Source: an optimization exercise on an open RTL-to-GDS flow (aim: small area, a short achievable clock period and few clock cycles). Production flows keep margins and buffers that such runs may drop.
Function was checked by simulation only, so behaviour that the tests miss may differ from the original.

== run 1 ==
==> flow/design.v (excerpt) <==
module geofence (clk, reset, X, Y, valid, is_inside);
input clk;
input reset;
input [9:0] X;
input [9:0] Y;
output reg valid;
output reg is_inside;
reg [3:0] ph;
reg [9:0] rx, ry;                  
reg vxs, vys;                      
reg [9:0] vxm, vym;                
reg axs, ays, bxs, bys;            
reg [9:0] axm, aym, bxm, bym;
reg deg;                           
reg ins;                           
wire [10:0] dx = {1'b0, X} - {1'b0, rx};
wire [10:0] dy = {1'b0, Y} - {1'b0, ry};
wire [9:0] dxm = (dx[9:0] ^ {10{dx[10]}}) + {9'd0, dx[10]};
wire [9:0] dym = (dy[9:0] ^ {10{dy[10]}}) + {9'd0, dy[10]};
wire vxz = ~|vxm;
wire vyz = ~|vym;
wire vz = vxz & vyz;               
wire a1 = axs ^ vys, a2 = ays ^ vxs;
wire b1 = bxs ^ vys, b2 = bys ^ vxs;
wire az = (~|axm | vyz) & (~|aym | vxz);
wire bz = (~|bxm | vyz) & (~|bym | vxz);
wire ca = ~a1;
wire ua_1 = ~(axm[0] & vym[0]);
wire ua_2 = ~(aym[0] & vxm[0]);
wire ua_3 = ~(axm[0] & vym[1]);
wire ua_4 = ~(aym[0] & vxm[1]);
wire ua_5 = ~(axm[0] & vym[2]);
wire ua_6 = ~(aym[0] & vxm[2]);
wire ua_7 = ~(axm[0] & vym[3]);
wire ua_8 = ~(aym[0] & vxm[3]);
wire ua_9 = ~(axm[0] & vym[4]);
wire ua_10 = ~(aym[0] & vxm[4]);
wire ua_11 = ~(axm[0] & vym[5]);
wire ua_12 = ~(aym[0] & vxm[5]);
wire ua_13 = ~(axm[0] & vym[6]);
wire ua_14 = ~(aym[0] & vxm[6]);
wire ua_15 = ~(axm[0] & vym[7]);
wire ua_16 = ~(aym[0] & vxm[7]);
wire ua_17 = ~(axm[0] & vym[8]);
wire ua_18 = ~(aym[0] & vxm[8]);
wire ua_19 = ~(axm[0] & vym[9]);
wire ua_20 = ~(aym[0] & vxm[9]);
wire ua_21 = ~(axm[1] & vym[0]);
wire ua_22 = ~(aym[1] & vxm[0]);
wire ua_23 = ~(axm[1] & vym[1]);
wire ua_24 = ~(aym[1] & vxm[1]);
wire ua_25 = ~(axm[1] & vym[2]);
wire ua_26 = ~(aym[1] & vxm[2]);
wire ua_27 = ~(axm[1] & vym[3]);
wire ua_28 = ~(aym[1] & vxm[3]);
wire ua_29 = ~(axm[1] & vym[4]);
wire ua_30 = ~(aym[1] & vxm[4]);
wire ua_31 = ~(axm[1] & vym[5]);
wire ua_32 = ~(aym[1] & vxm[5]);
wire ua_33 = ~(axm[1] & vym[6]);
wire ua_34 = ~(aym[1] & vxm[6]);
wire ua_35 = ~(axm[1] & vym[7]);
wire ua_36 = ~(aym[1] & vxm[7]);
wire ua_37 = ~(axm[1] & vym[8]);
wire ua_38 = ~(aym[1] & vxm[8]);
wire ua_39 = ~(axm[1] & vym[9]);
wire ua_40 = ~(aym[1] & vxm[9]);
  ...
Size: roughly 1400 cells after synthesis.
Settings: LEC_CHECK=0, CAP_MARGIN=0, CORE_MARGIN=2, CORE_UTILIZATION=60, SETUP_SLACK_MARGIN=5, SLEW_MARGIN=0, SYNTH_HIERARCHICAL=1, SYNTH_MINIMUM_KEEP_SIZE=0, TNS_END_PERCENT=0; clock period 10.0 ns.
run.sh (not shown) runs the stock make flow with config.mk's settings and CLKGATE_MAP_FILE= SYNTH_SCRIPT=/design/flow/synth_recipe.tcl, a recipe that flattens the netlist after the stock synthesis.
Testbench counts of run 1, summed over its fixed seeds: cycles 21,600.
Setup changes, run 1 to run 2
==> flow/config.mk <==
export PLATFORM = sky130hd
export DESIGN_NAME = geofence
export DESIGN_NICKNAME = geofence
export VERILOG_FILES = /design/flow/design.v
export SDC_FILE = /design/flow/constraint.sdc
export NUM_CORES = 4
export LEC_CHECK = 0
export CAP_MARGIN = 20
export CORE_MARGIN = 2
export CORE_UTILIZATION = 40
export SETUP_SLACK_MARGIN = 3
export SLEW_MARGIN = 20
export SYNTH_HIERARCHICAL = 1
export SYNTH_MINIMUM_KEEP_SIZE = 0
--- outcome ---
Final critical delay including setup and external delays: run 2 worse than run 1
Per the comparison of run 2 with run 1, proportion of final cell area spent on non-clock buffers fell by 3.7 points, non-clock buffer total of the final layout fell by 63%, gate count of the mapped netlist stayed essentially flat.
Reported for run 2 and run 1, layout sequential cell count turned out identical to the last digit.
Summary of the comparison: fraction of standard cell area in multi-input logic is higher in run 2, relative to run 1.
Re total congestion overflow after global routing: no difference whatsoever between run 2 and run 1.
From run 1 to run 2 the numbers moved as follows: cell area -about 4%, flip-flop and latch share of the layout cell area increased by 0.48 points relative to the old numbers.
> inputs changed (run 2 -> run 3)
-- flow/config.mk --
<<< run 2, line 8
export CAP_MARGIN = 20
export CORE_MARGIN = 2
export CORE_UTILIZATION = 40
export SETUP_SLACK_MARGIN = 3
export SLEW_MARGIN = 20
export SYNTH_HIERARCHICAL = 1
>>> run 3, line 8
export CAP_MARGIN = 20
export CORE_MARGIN = 2
export CORE_UTILIZATION = 60
export PLACE_DENSITY = 0.8
export SETUP_SLACK_MARGIN = 5
export SLEW_MARGIN = 20
export SYNTH_HIERARCHICAL = 1
==> summary.txt <==
Run 3 vs run 2: setup slack up. As far as total of clock buffers placed in the layout goes, run 2 and run 3 are indistinguishable; the numbers are identical. Run 2 → run 3: relative area change from synthesis to final layout now larger; fraction of met2 tracks used by global routing grew by 18 points; signal arrival time at the worst endpoint -0.55 ns; via count rose 14%. Run comparison: run 3 cell with the largest stage delay on the worst path fa_2; run 2 cell with the largest stage delay on the worst path fa_1.
--- input diff run 3..run 4 ---
-- flow/config.mk --
<<< run 3, line 9
export CORE_MARGIN = 2
export CORE_UTILIZATION = 60
export PLACE_DENSITY = 0.8
export SETUP_SLACK_MARGIN = 5
export SLEW_MARGIN = 20
export SYNTH_HIERARCHICAL = 1
export SYNTH_MINIMUM_KEEP_SIZE = 0
>>> run 4, line 9
export CORE_MARGIN = 2
export CORE_UTILIZATION = 60
export SETUP_SLACK_MARGIN = 5
export SLEW_MARGIN = 20
export SYNTH_HIERARCHICAL = 1
export SYNTH_MINIMUM_KEEP_SIZE = 0
export TNS_END_PERCENT = 0
==> comparison <==
Cell type of the slowest stage on the worst timing path = fa_2: run 3; cell type of the slowest stage on the worst timing path = fa_1: run 4. Taking run 3 as the reference, in run 4 post-layout instance area now smaller, count of buffers added by post-CTS timing repair for setup dropped 21%.
--- input diff run 4..run 5 ---
-- flow/config.mk --
<<< run 4, line 9
export CORE_MARGIN = 2
export CORE_UTILIZATION = 60
export SETUP_SLACK_MARGIN = 5
export SLEW_MARGIN = 20
>>> run 5, line 9
export CORE_MARGIN = 2
export CORE_UTILIZATION = 60
export PLACE_DENSITY_LB_ADDON = 0.2
export SETUP_SLACK_MARGIN = 5
export SLEW_MARGIN = 20
--- outcome ---
No run among run 4 and run 5 stopped early or left any final violation; all are clean. Against run 4 as the reference, run 5 delivers a higher amount of wire on met3 after detailed routing. Taking run 4 as the reference, in run 5 area growth from synthesis to final layout went down by 1.2 points, tightest hold margin shows a reduction of 0.0087 ns. On run 5: half-perimeter wire length of the detailed placement result is 1.8% lower than what run 4 gave. Summary of run 5 over run 4: area of all placed cells without fillers went down by 1.1%, end-of-flow core utilization went down by 0.75 points, fmax went down by 2.6%.

---

geofence again, from the RTL that the note above started with.
clock: 10.0 ns
lec_check: 0
cap_margin: 20
core_margin: 2
core_utilization: 60
gpl_routability_driven: 0
setup_slack_margin: 5
slew_margin: 20
synth_hierarchical: 1
synth_minimum_keep_size: 0
tns_end_percent: 0
The baseline went through all stages and came out clean.
Testbench counts at the start, summed over its fixed seeds: cycles 21,600.
Then changed:
Settings changed: GPL_ROUTABILITY_DRIVEN 0 to unset, TNS_END_PERCENT 0 to unset.
Non-clock buffer count went up by 17.
Design area goes up by 3.1%.
Clock-buffer cell count rose by 2.
Worst setup slack gains 30 ps.
Sequential cell count stays the same.
Critical path depth shrinks by 3.
Routed wire length is higher by 4.6%.
Clock skew hardly moves.
Core utilization came out higher by 2.1 points.
Then changed:
Settings changed: CORE_ASPECT_RATIO set to 0.5, TNS_END_PERCENT set to 0.
Worst setup slack gets worse by 68 ps.
Final cell count is lower by 1.6%.
Then changed:
Settings changed: CORE_ASPECT_RATIO 0.5 to unset, PLACE_DENSITY set to 0.5.
Effect:
- global-route usage fell by 0.36 points
- non-clock buffer count grows by 5
- final cell count rose by 0.56%
- clock-buffer cell count rises by 2
- clock skew barely changes
- maximum frequency rose by 0.68%
- hold slack is better by 4.9 ps
- wire length climbs by 1.0%

---

Another version of the RTL of geofence (not shown whole).
Size in the first run: roughly 1300 cells after synthesis, roughly 120 flip-flops, roughly 24 I/O pins, ~14000 um^2 of cells after synthesis.
export LEC_CHECK = 0
export CAP_MARGIN = 20
export CORE_MARGIN = 2
export CORE_UTILIZATION = 55
export SETUP_SLACK_MARGIN = 5
export SLEW_MARGIN = 20
export SYNTH_HIERARCHICAL = 1
export SYNTH_MINIMUM_KEEP_SIZE = 0
export TNS_END_PERCENT = 0
create_clock -name core_clock -period 10.0 [get_ports {clk}]
Testbench counts at the start, summed over its fixed seeds: cycles 21,600.
Next try:
Settings changed: CORE_UTILIZATION 55 to 50.
What happened: The new run completed without violations; die area came out higher by 9.7%; via count climbs by 0.91%; routed wire length increases by 3.1%; sequential share of layout area shrinks by 0.15 points; count of clock-buffer cells in the layout is unchanged; design area climbs by about 0.8%.

---

job 4518:
Starting RTL as in the previous note.
clock: 10.0 ns
lec_check: 0
cap_margin: 20
core_margin: 2
core_utilization: 58
setup_slack_margin: 5
slew_margin: 20
synth_hierarchical: 1
synth_minimum_keep_size: 0
tns_end_percent: 0
Testbench counts of job 4518, summed over its fixed seeds: cycles 21,600.
[inputs] job 4323 vs job 4518
Settings: changing CORE_UTILIZATION from 58 to 40; setting CELL_PAD_IN_SITES_DETAIL_PLACEMENT to 1 for the first time.
## What came out
Summary: global-route wire length before repair, job 4323 worse than job 4518. Per the comparison of job 4323 with job 4518, wire length higher; worst-path maximum fanout lower. Final area ended up about 2.4% higher on job 4323 than on job 4518. [compare] base=job 4518 new=job 4323: setup slack at placement now smaller. Job 4323: reg2reg setup slack lower than job 4518. Multi-input logic portion of the cell area ends up lower on job 4323. Compared with job 4518, die area in job 4323 increased by more than a quarter.
--- input diff job 4323..job 2347 ---
Settings: clearing CELL_PAD_IN_SITES_DETAIL_PLACEMENT, which used to be 1.
Results
Job 2347 against job 4323; total length of routed wires is down by more than 10%. Job 2347 vs. job 4323: finished layout cell area decreased by about 1.8% relative to the old numbers. Higher aggregate global-route resource usage was reported by job 4323, not job 2347. Summary — via count of the first global-routing pass, job 2347 relative to job 4323: lower, by 9.2%. In job 2347 the worst setup slack turned out 86 ps higher than in job 4323. Final cell count in job 2347 is 28 lower than in job 4323.

## port drivers added, routing unchanged
How much do the figures lean on ideal ports? The routed layouts below were timed once more, with nothing changed but the port constraints. Step 1: set_driving_cell puts a clkbuf_16 on clk and a buf_2 on each other input, an assumption about the parent block. Step 2 also shifts input and output timing later by t, the mid clock arrival at the registers, as if the neighbouring blocks saw the same clock. Slacks: no drivers / after step 1 / after step 2; pairs: no drivers / after step 1.
run | shift t [ns] | slack for setup (ns) | cell pins on the clock port's net
run 1 | 0.382 | 4.354 / 4.354 / 4.190 | 1
run 2 | 0.387 | 3.419 / 3.419 / 3.419 | 1
run 3 | 0.387 | 4.054 / 4.054 / 4.054 | 1
run 4 | 0.382 | 4.354 / 4.354 / 4.190 | 1
run 5 | 0.387 | 4.202 / 4.202 / 4.155 | 1
the first run of note 2 | 0.382 | 4.354 / 4.354 / 4.190 | 1
the second run of note 2 | 0.378 | 4.383 / 4.383 / 4.383 | 1
the third run of note 2 | 0.374 | 4.316 / 4.316 / 4.156 | 1
the fourth run of note 2 | 0.382 | 4.354 / 4.354 / 4.190 | 1
the first run of note 3 | 0.453 | 4.661 / 4.661 / 4.288 | 1
the second run of note 3 | 0.458 | 4.582 / 4.582 / 4.270 | 1
job 4518 | 0.461 | 4.546 / 4.546 / 4.225 | 1
job 4323 | 0.472 | 4.401 / 4.401 / 4.123 | 1
job 2347 | 0.460 | 4.487 / 4.487 / 4.161 | 1
After both steps every run listed still meets setup and hold. For the first run of note 3, which loses most, drivers alone change the setup slack by 0.000 ns; drivers and shift together by -0.373 ns.
